Source: an optimization exercise on an open RTL-to-GDS flow (aim: small area). Production flows keep margins and buffers that such runs may drop. Only simulation tests tie the RTL to the original design; equivalence was not proved. Power is estimated from default activity; no workload was simulated.

run 1:
==> flow/design.v (excerpt) <==
module gaussian_noise (Y, select, clk, Y_hat, noise_debug, reset, state);
Size: ~1,400 cells after synthesis, roughly 350 flip-flops, about 100 I/O pins, ~0.017 sq mm of cells after synthesis.
export LEC_CHECK = 0
export CAP_MARGIN = 20
export CORE_MARGIN = 2
export CORE_UTILIZATION = 40
export CTS_BUF_LIST = sky130_fd_sc_hd__clkbuf_8
export CTS_CLUSTER_DIAMETER = 50
export CTS_CLUSTER_SIZE = 14
export SLEW_MARGIN = 20
create_clock -name core_clock -period 15.0 [get_ports {clk}]
standard.sh (not shown) runs the stock make flow with config.mk's settings and CLKGATE_MAP_FILE= SYNTH_SCRIPT=/design/flow/synth_recipe.tcl, a recipe that flattens the netlist after the stock synthesis.
==> flow/flow/run.sh <==
#!/bin/bash
# Standard ORFS layout, with the port buffers inserted as the smallest buffer cell.
# Each tool's full log is kept by ORFS under orfs/logs/; make's own output goes to flow_make.log.
set -euo pipefail
bash standard.sh BUFFER_PORTS_ARGS="-buffer_cell sky130_fd_sc_hd__buf_1" finish > flow_make.log 2>&1
Run 1: all stages complete, timing, DRC and antenna checks passed
diff inputs: run 1 => run 2
# run 1
export LEC_CHECK = 0
export CAP_MARGIN = 20
export CORE_MARGIN = 2
export CORE_UTILIZATION = 40
export CTS_BUF_LIST = sky130_fd_sc_hd__clkbuf_8
export CTS_CLUSTER_DIAMETER = 50
export CTS_CLUSTER_SIZE = 14
export SLEW_MARGIN = 20
create_clock -name core_clock -period 15.0 [get_ports {clk}]
# run 2
export LEC_CHECK = 0
export CAP_MARGIN = 20
export CORE_MARGIN = 2
export CORE_UTILIZATION = 40
export CTS_BUF_LIST = sky130_fd_sc_hd__clkbuf_8
export CTS_CLUSTER_DIAMETER = 60
export CTS_CLUSTER_SIZE = 16
export GPL_TIMING_DRIVEN = 0
export SLEW_MARGIN = 20
create_clock -name core_clock -period 15.0 [get_ports {clk}]
==> comparison <==
- In run 2, the via count came out 235 above the value in run 1.
- Between run 2 and run 1, the routing usage on met3 does not differ in any meaningful way.
- Summary of the comparison: core utilization is higher in run 2, relative to run 1.
- Sequential portion of the cell area was lower in the run labelled run 2.
- | register-to-register slack | lower: run 2 |
- Taking run 1 as the reference, in run 2 final worst slack went down 0.096 ns; global-route track usage on met2 grew by 3.3 points.
- Run 2 against run 1: signed area change from the synthesized netlist to the final layout went up, clock-buffer cell count went down.
What run 3 does differently from run 2 at the input level:
# run 2
export LEC_CHECK = 0
export CAP_MARGIN = 20
export CORE_MARGIN = 2
export CORE_UTILIZATION = 40
export CTS_BUF_LIST = sky130_fd_sc_hd__clkbuf_8
export CTS_CLUSTER_DIAMETER = 60
export CTS_CLUSTER_SIZE = 16
export GPL_TIMING_DRIVEN = 0
export SLEW_MARGIN = 20
create_clock -name core_clock -period 15.0 [get_ports {clk}]
# run 3
export LEC_CHECK = 0
export CAP_MARGIN = 20
export CORE_MARGIN = 2
export CORE_UTILIZATION = 40
export CTS_BUF_LIST = sky130_fd_sc_hd__clkbuf_16
export CTS_CLUSTER_DIAMETER = 100
export CTS_CLUSTER_SIZE = 24
export SLEW_MARGIN = 20
create_clock -name core_clock -period 15.0 [get_ports {clk}]
Notes after the runs:
Run 3 vs. run 2: number of buffers inserted during clock tree synthesis shrank by 10, minimum clock period shrank by 0.081 ns, post-layout instance area shrank by about 1.1%. Looking at final instance count without filler cells across run 3 and run 2, the one that comes out lower is run 3. Run 3 ends up with a clock buffer count that is 10 lower than in run 2. Compared with run 2, in run 3 combinational power down about 6%; total of plain and repair buffers excluding clock buffers lower; final wirelength lower; routed length on met3 rose by 0.90%; fmax saw an increase. Run 3 ends up with lower portion of the clock cycle consumed by the worst path in the final layout than run 2 does.
Inputs modified between run 3 and run 4:
# run 3
export LEC_CHECK = 0
export CAP_MARGIN = 20
export CORE_MARGIN = 2
export CORE_UTILIZATION = 40
export CTS_BUF_LIST = sky130_fd_sc_hd__clkbuf_16
export CTS_CLUSTER_DIAMETER = 100
export CTS_CLUSTER_SIZE = 24
export SLEW_MARGIN = 20
create_clock -name core_clock -period 15.0 [get_ports {clk}]
# run 4
export LEC_CHECK = 0
export CAP_MARGIN = 20
export CORE_MARGIN = 2
export CORE_UTILIZATION = 30
export CTS_BUF_LIST = sky130_fd_sc_hd__clkbuf_8
export CTS_CLUSTER_DIAMETER = 60
export CTS_CLUSTER_SIZE = 16
export SLEW_MARGIN = 20
create_clock -name core_clock -period 15.0 [get_ports {clk}]
### Flow results
Run 4 completed end to end with timing, DRC and antenna clean. | power | higher: run 3 |. Relative to run 3, the net load switching power of run 4 is higher by 0.000016 W. Summary of run 4 over run 3: total wire length moved up; utilization after layout moved down; reported clock group power moved down; power per cell area moved down. Per the comparison of run 4 with run 3, signed area change from the synthesized netlist to the final layout went up, final period demand of the worst path lower, area of the die went up about 33%. Compared with run 3, run 4 shows overall via count from detail_route higher by about 2%.
Edits applied to the flow inputs when going from run 4 to run 5:
# run 4
export LEC_CHECK = 0
export CAP_MARGIN = 20
export CORE_MARGIN = 2
export CORE_UTILIZATION = 30
export CTS_BUF_LIST = sky130_fd_sc_hd__clkbuf_8
export CTS_CLUSTER_DIAMETER = 60
export CTS_CLUSTER_SIZE = 16
export SLEW_MARGIN = 20
create_clock -name core_clock -period 15.0 [get_ports {clk}]
# run 5
export LEC_CHECK = 0
export CAP_MARGIN = 5
export CORE_MARGIN = 2
export CORE_UTILIZATION = 40
export CTS_BUF_LIST = sky130_fd_sc_hd__clkbuf_8
export CTS_CLUSTER_DIAMETER = 60
export CTS_CLUSTER_SIZE = 16
export SLEW_MARGIN = 5
create_clock -name core_clock -period 15.0 [get_ports {clk}]
==> notes.md <==
Area of combinational cells with multiple inputs: run 5 vs run 4 identical. Critical-path cell with the highest stage delay: sky130_fd_sc_hd__fa_1 -> run 5, sky130_fd_sc_hd__mux4_2 -> run 4. Run 5 vs. run 4: met1 track demand over resource went up by 5.7 points, final non-filler cell total decreased by 7.7% relative to the old numbers. | peak clock frequency supported by timing | run 4 vs run 5 | ≈ equal |. Cmp run 5 and run 4 / final worst setup slack / lower: run 4. Run 5: pre-CTS setup slack is 0.049 ns lower than what run 4 reported. Comparing global-route usage for run 5 and run 4, the bigger number came from run 5. Run 4 → run 5: delay of the slowest critical-path stage shows a reduction of 0.02 ns; ratio of cells with drive above 1 in the final layout now sits at about the same level.

==> static timing again, ports no longer ideal <==
Ports are ideal in the flow. The routed layouts listed here were re-timed in OpenROAD.
Step 1: set_driving_cell puts a clkbuf_16 on clk and a buf_2 on each other input, an assumption about the parent block.
Step 2 adds t to the input delays and takes it off the output delays; t is the mean of the earliest and latest rising clock arrival at the registers after step 1. Input paths then give back, and output paths get back, about the clock's delay inside the block.
a / b / c = no drivers / after step 1 / after step 2; a / b = the first two.
run | t (ns) | slack for setup (ns) | worst hold slack (ns)
run 1 | 0.651 | 0.696 / 0.676 / 0.676 | 0.360 / 0.360 / 0.360
run 2 | 0.643 | 0.600 / 0.558 / 0.558 | 0.348 / 0.348 / 0.348
run 3 | 0.551 | 0.681 / 0.661 / 0.661 | 0.342 / 0.342 / 0.342
run 4 | 0.624 | 0.716 / 0.694 / 0.694 | 0.351 / 0.351 / 0.351
run 5 | 0.628 | 0.725 / 0.705 / 0.705 | 0.342 / 0.342 / 0.342
After both steps every run listed still meets setup and hold. The setup slack of run 2, which loses most, moves by -0.042 ns with the drivers and by -0.042 ns with both steps.
